What follows belongs to an exercise in optimizing a design on an open flow for small area, a short achievable clock period and few clock cycles; a production flow would make more cautious choices. RTL that was checked went through simulation tests only; none was proved equivalent to the original. Power and IR drop assume default switching activity.

## qr_decode
module qr_decode(
    input clk,
    input srstn,
    input qr_decode_start,
    input [15:0] sram_rdata,
    output reg [9:0] sram_raddr,
    output reg decode_valid,
    output [7:0] decode_jis8_code,
    output reg qr_decode_finish
);
export LEC_CHECK = 0
export ABC_AREA = 1
export ABC_CLOCK_PERIOD_IN_PS = 3000
export CAP_MARGIN = 20
export CORE_MARGIN = 2
export CORE_UTILIZATION = 40
export SETUP_SLACK_MARGIN = 5
export SLEW_MARGIN = 20
create_clock -name core_clock -period 8.0 [get_ports {clk}]
standard.sh (not shown) runs the stock make flow with config.mk's settings and CLKGATE_MAP_FILE= SYNTH_SCRIPT=/design/flow/synth_recipe.tcl, a recipe that flattens the netlist after the stock synthesis.
==> flow/flow/run.sh <==
#!/bin/bash
# Layout flow: the standard flow, except that after the standard synthesis
# the combinational logic is mapped again without the adder cells (half and
# full adders), which are slower and larger here than plain gates. Every
# flip-flop instance of the standard synthesis is kept as it is (blackboxed
# during the remap), so the registers keep their names and cell types.
set -euo pipefail
P=${FLOW_PLATFORM:-sky130hd}
R=orfs/results/$P/qr_decode/base
L=orfs/logs/$P/qr_decode/base
YOSYS=${YOSYS_EXE:-$(command -v yosys || echo "$FLOW_HOME/../tools/install/yosys/bin/yosys")}
LIB=$FLOW_HOME/platforms/$P/lib/sky130_fd_sc_hd__tt_025C_1v80.lib

# 1. standard synthesis
bash standard.sh synth > flow_1_synth.log 2>&1

# 2. remap the combinational logic with the same abc command the synthesis used
cp "$R/1_2_yosys.v" flow_std_netlist.v
ABCLINE=$(grep -m1 '^abc -script' "$L/1_2_yosys.log" | sed "s#-script [^ ]*#-script $PWD/flow/abc_remap.script#")
{
  echo "read_liberty -ignore_miss_func $LIB"
  echo "read_verilog flow_std_netlist.v"
  echo "hierarchy -top $FLOW_TOP"
  grep -oE 'sky130_fd_sc_hd__[a-z0-9_]+' flow_std_netlist.v | sort -u | grep -E '__(e?dfx|df|dl|sdf|conb)' | sed 's/^/blackbox /'
  echo "flatten"
  echo "opt_clean"
  echo "$ABCLINE"
  echo "rename -hide w:*.*"
  echo "opt_clean -purge"
  echo "hilomap -singleton -hicell sky130_fd_sc_hd__conb_1 HI -locell sky130_fd_sc_hd__conb_1 LO"
  echo "insbuf -buf sky130_fd_sc_hd__buf_4 A X"
  echo "tee -o flow_remap_stat.txt stat -liberty $LIB"
  echo "write_verilog -noattr -nohex -nodec flow_remapped.v"
} > flow_remap.ys
"$YOSYS" -s flow_remap.ys > flow_2_remap.log 2>&1
# the written netlist, read back against the cell library, must be clean
"$YOSYS" -p "read_liberty -lib $LIB; read_verilog flow_remapped.v; hierarchy -top $FLOW_TOP; check -assert" > flow_2_check.log 2>&1

# the flip-flops must be the standard synthesis's, one for one
grep -oE 'sky130_fd_sc_hd__e?dfx[a-z]*_[0-9]+ [^ ]+' flow_std_netlist.v | sort > flow_ff_std.txt
grep -oE 'sky130_fd_sc_hd__e?dfx[a-z]*_[0-9]+ [^ ]+' flow_remapped.v | sort > flow_ff_new.txt
cmp flow_ff_std.txt flow_ff_new.txt

# 3. the rest of the standard flow from the remapped netlist
cp flow_remapped.v "$R/1_2_yosys.v"
touch "$R/1_2_yosys.v"
bash standard.sh > flow_3_layout.log 2>&1
==> flow/flow/abc_remap.script <==
strash
ifraig
dc2
dch -f
map -B 0.9
topo
stime -c
buffer -c
upsize -c
dnsize -c
Testbench counts at the start, summed over its fixed seeds: cycles 39,330.
Next try:
--- a/flow/flow/run.sh
+++ b/flow/flow/run.sh
@@ -17,5 +17,5 @@
 # 2. remap the combinational logic with the same abc command the synthesis used
 cp "$R/1_2_yosys.v" flow_std_netlist.v
-ABCLINE=$(grep -m1 '^abc -script' "$L/1_2_yosys.log" | sed "s#-script [^ ]*#-script $PWD/flow/abc_remap.script#")
+ABCLINE=$(grep -m1 '^abc -script' "$L/1_2_yosys.log")
 {
   echo "read_liberty -ignore_miss_func $LIB"
removed: flow/flow/abc_remap.script
Area after synthesis is higher by 4.4%.
Total power fell by 5.6%.
Critical path depth falls by 6.
Cell count climbs by 4.4%.
Wire length goes up by 1.2%.
Count of clock-buffer cells in the layout is unchanged.
Combinational power fell by 8.9%.
Fmax is higher by about 3%.
Worst setup slack gets better by 95 ps.
Design area came out higher by 1.0%.
Via count goes up by 2.8%.
Next try:
--- a/flow/config.mk
+++ b/flow/config.mk
@@ -10,5 +10,5 @@
 export CAP_MARGIN = 20
 export CORE_MARGIN = 2
-export CORE_UTILIZATION = 40
+export CORE_UTILIZATION = 55
 export SETUP_SLACK_MARGIN = 5
 export SLEW_MARGIN = 20
Via count went up by 4.3%.
Routed wire length climbs by 0.69%.
Critical path depth is unchanged.
Design area went up by 0.54%.
Fmax fell by 1.3%.
Sequential share of layout area shrinks by 0.19 points.
Final cell count decreases by 3.0%.
Count of clock-buffer cells in the layout stays the same.
Register-to-register slack degrades by 70 ps.
Next try:
--- a/flow/config.mk
+++ b/flow/config.mk
@@ -10,5 +10,7 @@
 export CAP_MARGIN = 20
 export CORE_MARGIN = 2
-export CORE_UTILIZATION = 55
+export CORE_UTILIZATION = 40
+export CTS_CLUSTER_DIAMETER = 120
+export CTS_CLUSTER_SIZE = 40
 export SETUP_SLACK_MARGIN = 5
 export SLEW_MARGIN = 20
The changed run finished with timing, DRC and antenna clean.
Setup slack gains 40 ps.
Design area goes down by about 0.54%.
Combinational power goes down by about 4%.
Area after synthesis is unchanged.
Power goes down by about 3.5%.
Register-to-register slack gains 70 ps.

========
qr_decode, a different RTL version from the one above (not shown whole).
Size in the first run: ~1800 cells after synthesis, about 11000 um2 of cells after synthesis.
export LEC_CHECK = 0
export ABC_AREA = 1
export ABC_CLOCK_PERIOD_IN_PS = 3000
export CAP_MARGIN = 20
export CORE_MARGIN = 2
export CORE_UTILIZATION = 40
export SETUP_SLACK_MARGIN = 5
export SLEW_MARGIN = 20
create_clock -name core_clock -period 8.0 [get_ports {clk}]
==> flow/flow/run.sh <==
#!/bin/bash
# Layout flow: the standard flow, except that after the standard synthesis
# the combinational logic is mapped again without the adder cells (half and
# full adders), which are slower and larger here than plain gates. Every
# flip-flop instance of the standard synthesis is kept as it is (blackboxed
# during the remap), so the registers keep their names and cell types.
set -euo pipefail
P=${FLOW_PLATFORM:-sky130hd}
R=orfs/results/$P/qr_decode/base
L=orfs/logs/$P/qr_decode/base
YOSYS=${YOSYS_EXE:-$(command -v yosys || echo "$FLOW_HOME/../tools/install/yosys/bin/yosys")}
LIB=$FLOW_HOME/platforms/$P/lib/sky130_fd_sc_hd__tt_025C_1v80.lib

# 1. standard synthesis
bash standard.sh synth > flow_1_synth.log 2>&1

# 2. remap the combinational logic with the same abc command the synthesis used
cp "$R/1_2_yosys.v" flow_std_netlist.v
ABCLINE=$(grep -m1 '^abc -script' "$L/1_2_yosys.log")
{
  echo "read_liberty -ignore_miss_func $LIB"
  echo "read_verilog flow_std_netlist.v"
  echo "hierarchy -top $FLOW_TOP"
  grep -oE 'sky130_fd_sc_hd__[a-z0-9_]+' flow_std_netlist.v | sort -u | grep -E '__(e?dfx|df|dl|sdf|conb)' | sed 's/^/blackbox /'
  echo "flatten"
  echo "opt_clean"
  echo "$ABCLINE"
  echo "rename -hide w:*.*"
  echo "opt_clean -purge"
  echo "hilomap -singleton -hicell sky130_fd_sc_hd__conb_1 HI -locell sky130_fd_sc_hd__conb_1 LO"
  echo "insbuf -buf sky130_fd_sc_hd__buf_4 A X"
  echo "tee -o flow_remap_stat.txt stat -liberty $LIB"
  echo "write_verilog -noattr -nohex -nodec flow_remapped.v"
} > flow_remap.ys
"$YOSYS" -s flow_remap.ys > flow_2_remap.log 2>&1
# the written netlist, read back against the cell library, must be clean
"$YOSYS" -p "read_liberty -lib $LIB; read_verilog flow_remapped.v; hierarchy -top $FLOW_TOP; check -assert" > flow_2_check.log 2>&1

# the flip-flops must be the standard synthesis's, one for one
grep -oE 'sky130_fd_sc_hd__e?dfx[a-z]*_[0-9]+ [^ ]+' flow_std_netlist.v | sort > flow_ff_std.txt
grep -oE 'sky130_fd_sc_hd__e?dfx[a-z]*_[0-9]+ [^ ]+' flow_remapped.v | sort > flow_ff_new.txt
cmp flow_ff_std.txt flow_ff_new.txt

# 3. the rest of the standard flow from the remapped netlist
cp flow_remapped.v "$R/1_2_yosys.v"
touch "$R/1_2_yosys.v"
bash standard.sh > flow_3_layout.log 2>&1
The baseline produced a clean layout.
Edit:
--- a/flow/config.mk
+++ b/flow/config.mk
@@ -14,0 +15 @@
+export TNS_END_PERCENT = 0
Outcome:
- routed wire length drops by 3.9%
- worst setup slack gets worse by 0.023 ns
- core utilization drops by 3.4 points
- synthesized area is unchanged
- final cell count drops by 2.8%
- cell area drops by 6.6%
- count of clock-buffer cells in the layout drops by 2
- fmax drops by 0.74%
- via count drops by 2.7%
No run of this note included a check of the RTL's function; only the layout flow was run.

========
Setup of P:
Another version of the RTL of qr_decode (not shown whole).
Size in the first run: roughly 39 I/O pins, about 0.011 mm2 of cells after synthesis.
==> flow/config.mk <==
export PLATFORM = sky130hd
export DESIGN_NAME = qr_decode
export DESIGN_NICKNAME = qr_decode
export VERILOG_FILES = /design/flow/design.v
export SDC_FILE = /design/flow/constraint.sdc
export NUM_CORES = 8
export LEC_CHECK = 0
export ABC_AREA = 1
export ABC_CLOCK_PERIOD_IN_PS = 3000
export CAP_MARGIN = 20
export CORE_MARGIN = 2
export CORE_UTILIZATION = 40
export PLACE_DENSITY = 0.6
export SETUP_SLACK_MARGIN = 5
export SLEW_MARGIN = 20
export TNS_END_PERCENT = 0
==> flow/constraint.sdc <==
create_clock -name core_clock -period 8.0 [get_ports {clk}]
set_input_delay 1.6000 -clock core_clock [delete_from_list [all_inputs] [get_ports {clk}]]
set_output_delay 1.6000 -clock core_clock [all_outputs]
set_load 0.01 [all_outputs]
==> flow/flow/run.sh <==
#!/bin/bash
# Layout flow: the standard flow, except that after the standard synthesis
# the combinational logic is mapped again without the adder cells (half and
# full adders), which are slower and larger here than plain gates. Every
# flip-flop instance of the standard synthesis is kept as it is (blackboxed
# during the remap), so the registers keep their names and cell types.
set -euo pipefail
P=${FLOW_PLATFORM:-sky130hd}
R=orfs/results/$P/qr_decode/base
L=orfs/logs/$P/qr_decode/base
YOSYS=${YOSYS_EXE:-$(command -v yosys || echo "$FLOW_HOME/../tools/install/yosys/bin/yosys")}
LIB=$FLOW_HOME/platforms/$P/lib/sky130_fd_sc_hd__tt_025C_1v80.lib

# 1. standard synthesis
bash standard.sh synth > flow_1_synth.log 2>&1

# 2. remap the combinational logic with the same abc command the synthesis used
cp "$R/1_2_yosys.v" flow_std_netlist.v
ABCLINE=$(grep -m1 '^abc -script' "$L/1_2_yosys.log")
{
  echo "read_liberty -ignore_miss_func $LIB"
  echo "read_verilog flow_std_netlist.v"
  echo "hierarchy -top $FLOW_TOP"
  grep -oE 'sky130_fd_sc_hd__[a-z0-9_]+' flow_std_netlist.v | sort -u | grep -E '__(e?dfx|df|dl|sdf|conb)' | sed 's/^/blackbox /'
  echo "flatten"
  echo "opt_clean"
  echo "$ABCLINE"
  echo "rename -hide w:*.*"
  echo "opt_clean -purge"
  echo "hilomap -singleton -hicell sky130_fd_sc_hd__conb_1 HI -locell sky130_fd_sc_hd__conb_1 LO"
  echo "insbuf -buf sky130_fd_sc_hd__buf_4 A X"
  echo "tee -o flow_remap_stat.txt stat -liberty $LIB"
  echo "write_verilog -noattr -nohex -nodec flow_remapped.v"
} > flow_remap.ys
"$YOSYS" -s flow_remap.ys > flow_2_remap.log 2>&1
# the written netlist, read back against the cell library, must be clean
"$YOSYS" -p "read_liberty -lib $LIB; read_verilog flow_remapped.v; hierarchy -top $FLOW_TOP; check -assert" > flow_2_check.log 2>&1

# the flip-flops must be the standard synthesis's, one for one
grep -oE 'sky130_fd_sc_hd__e?dfx[a-z]*_[0-9]+ [^ ]+' flow_std_netlist.v | sort > flow_ff_std.txt
grep -oE 'sky130_fd_sc_hd__e?dfx[a-z]*_[0-9]+ [^ ]+' flow_remapped.v | sort > flow_ff_new.txt
cmp flow_ff_std.txt flow_ff_new.txt

# 3. the rest of the standard flow from the remapped netlist
cp flow_remapped.v "$R/1_2_yosys.v"
touch "$R/1_2_yosys.v"
bash standard.sh 'BUFFER_PORTS_ARGS=-buffer_cell sky130_fd_sc_hd__buf_4' finish > flow_3_layout.log 2>&1
Input changes introduced in Q (baseline for comparison: P):
- PLACE_DENSITY changed from 0.6 to 0.7
Results
Across Q and P, none had a timing, DRC or antenna violation. ~same sequential group power in Q and P. Run comparison: P launch point of the worst path qr_decode_start; Q launch point of the worst path rot[1]. Compare Q and P | number of global-route vias before repair lower: P. The synthesis-to-finish area growth in Q sits 1.2 points below the value recorded for P. Q vs. P: clock power level; final worst setup slack picked up an extra 0.10 ns. Layout sequential cell count: P vs Q identical. When Q is measured against P, its largest fanout on the critical path turns out 6 higher.
The inputs of R differ from those of Q as listed below.
- PLACE_DENSITY removed (was 0.7)
--- a/flow/flow/run.sh
+++ b/flow/flow/run.sh
@@ -18,3 +18,3 @@
 cp "$R/1_2_yosys.v" flow_std_netlist.v
-ABCLINE=$(grep -m1 '^abc -script' "$L/1_2_yosys.log")
+ABCLINE=$(grep -m1 '^abc -script' "$L/1_2_yosys.log" | sed "s#-script [^ ]*#-script $PWD/flow/abc_remap.script#")
 {
==> flow/flow/abc_remap.script (new file) <==
strash
ifraig
dc2
dch -f
map -B 0.9
topo
stime -c
buffer -c
upsize -c
dnsize -c
[summary]
Taking Q as the reference point, the via count of the first global-routing pass of R falls by about 4%. On R: met2 track utilization from global routing is 2.8 points higher than what Q gave. Aggregate global-route resource usage ends up lower on Q. Side by side, wire length on met1 turned out higher in R than in Q. Q -> R: part of the total power dissipated in the clock network flat. Relative to Q, fill cell instance count of the final layout has decreased by about 7% in R. Taking R as 1.0, Q lands at 0.67 on non-clock buffer count. [compare] base=Q new=R: routed length on met2 now larger; post-CTS setup buffer count went up by 5; share of the clock period used by the worst path after layout went up.
Function was not checked in any run of this note: the RTL went through the layout flow alone.

-- re-timing with driven ports --
In the flow no input, the clock included, has a driving cell. The finished layouts below were timed again as built, in two steps. Step 1 (the two cells are an assumption about what drives the block):
set clk [get_ports {clk}]
set_driving_cell -lib_cell sky130_fd_sc_hd__clkbuf_16 $clk
set_driving_cell -lib_cell sky130_fd_sc_hd__buf_2 [delete_from_list [all_inputs] $clk]
Step 2 moves the port delays by t, midway between the first and last clock arrival at a register: inputs arrive t later, outputs are due t later. That takes back most of the time a late clock gives input paths. Slacks: ideal ports / drivers / drivers and shift; pairs: ideal ports / drivers.
run	t (ns)	setup WS [ns]	hold WS [ns]	worst data-port slew with drivers (ns)	pins driven straight from the clock port
the first run of note 1	0.472	4.856 / 4.863 / 4.391	0.325 / 0.325 / 0.325	0.05	1
the second run of note 1	0.478	4.950 / 4.902 / 4.555	0.327 / 0.327 / 0.327	0.05	1
the third run of note 1	0.480	4.910 / 4.863 / 4.460	0.324 / 0.324 / 0.324	0.06	1
the fourth run of note 1	0.478	4.950 / 4.902 / 4.555	0.327 / 0.327 / 0.327	0.05	1
the first run of note 2	0.471	4.864 / 4.869 / 4.399	0.326 / 0.326 / 0.326	0.06	1
the second run of note 2	0.482	4.840 / 4.796 / 4.386	0.323 / 0.323 / 0.323	0.04	1
P	0.482	4.837 / 4.864 / 4.381	0.319 / 0.319 / 0.319	0.04	1
Q	0.490	4.939 / 4.939 / 4.516	0.329 / 0.329 / 0.329	0.03	1
R	0.482	4.923 / 4.943 / 4.461	0.327 / 0.327 / 0.327	0.08	1
After both steps every run listed still meets setup and hold.
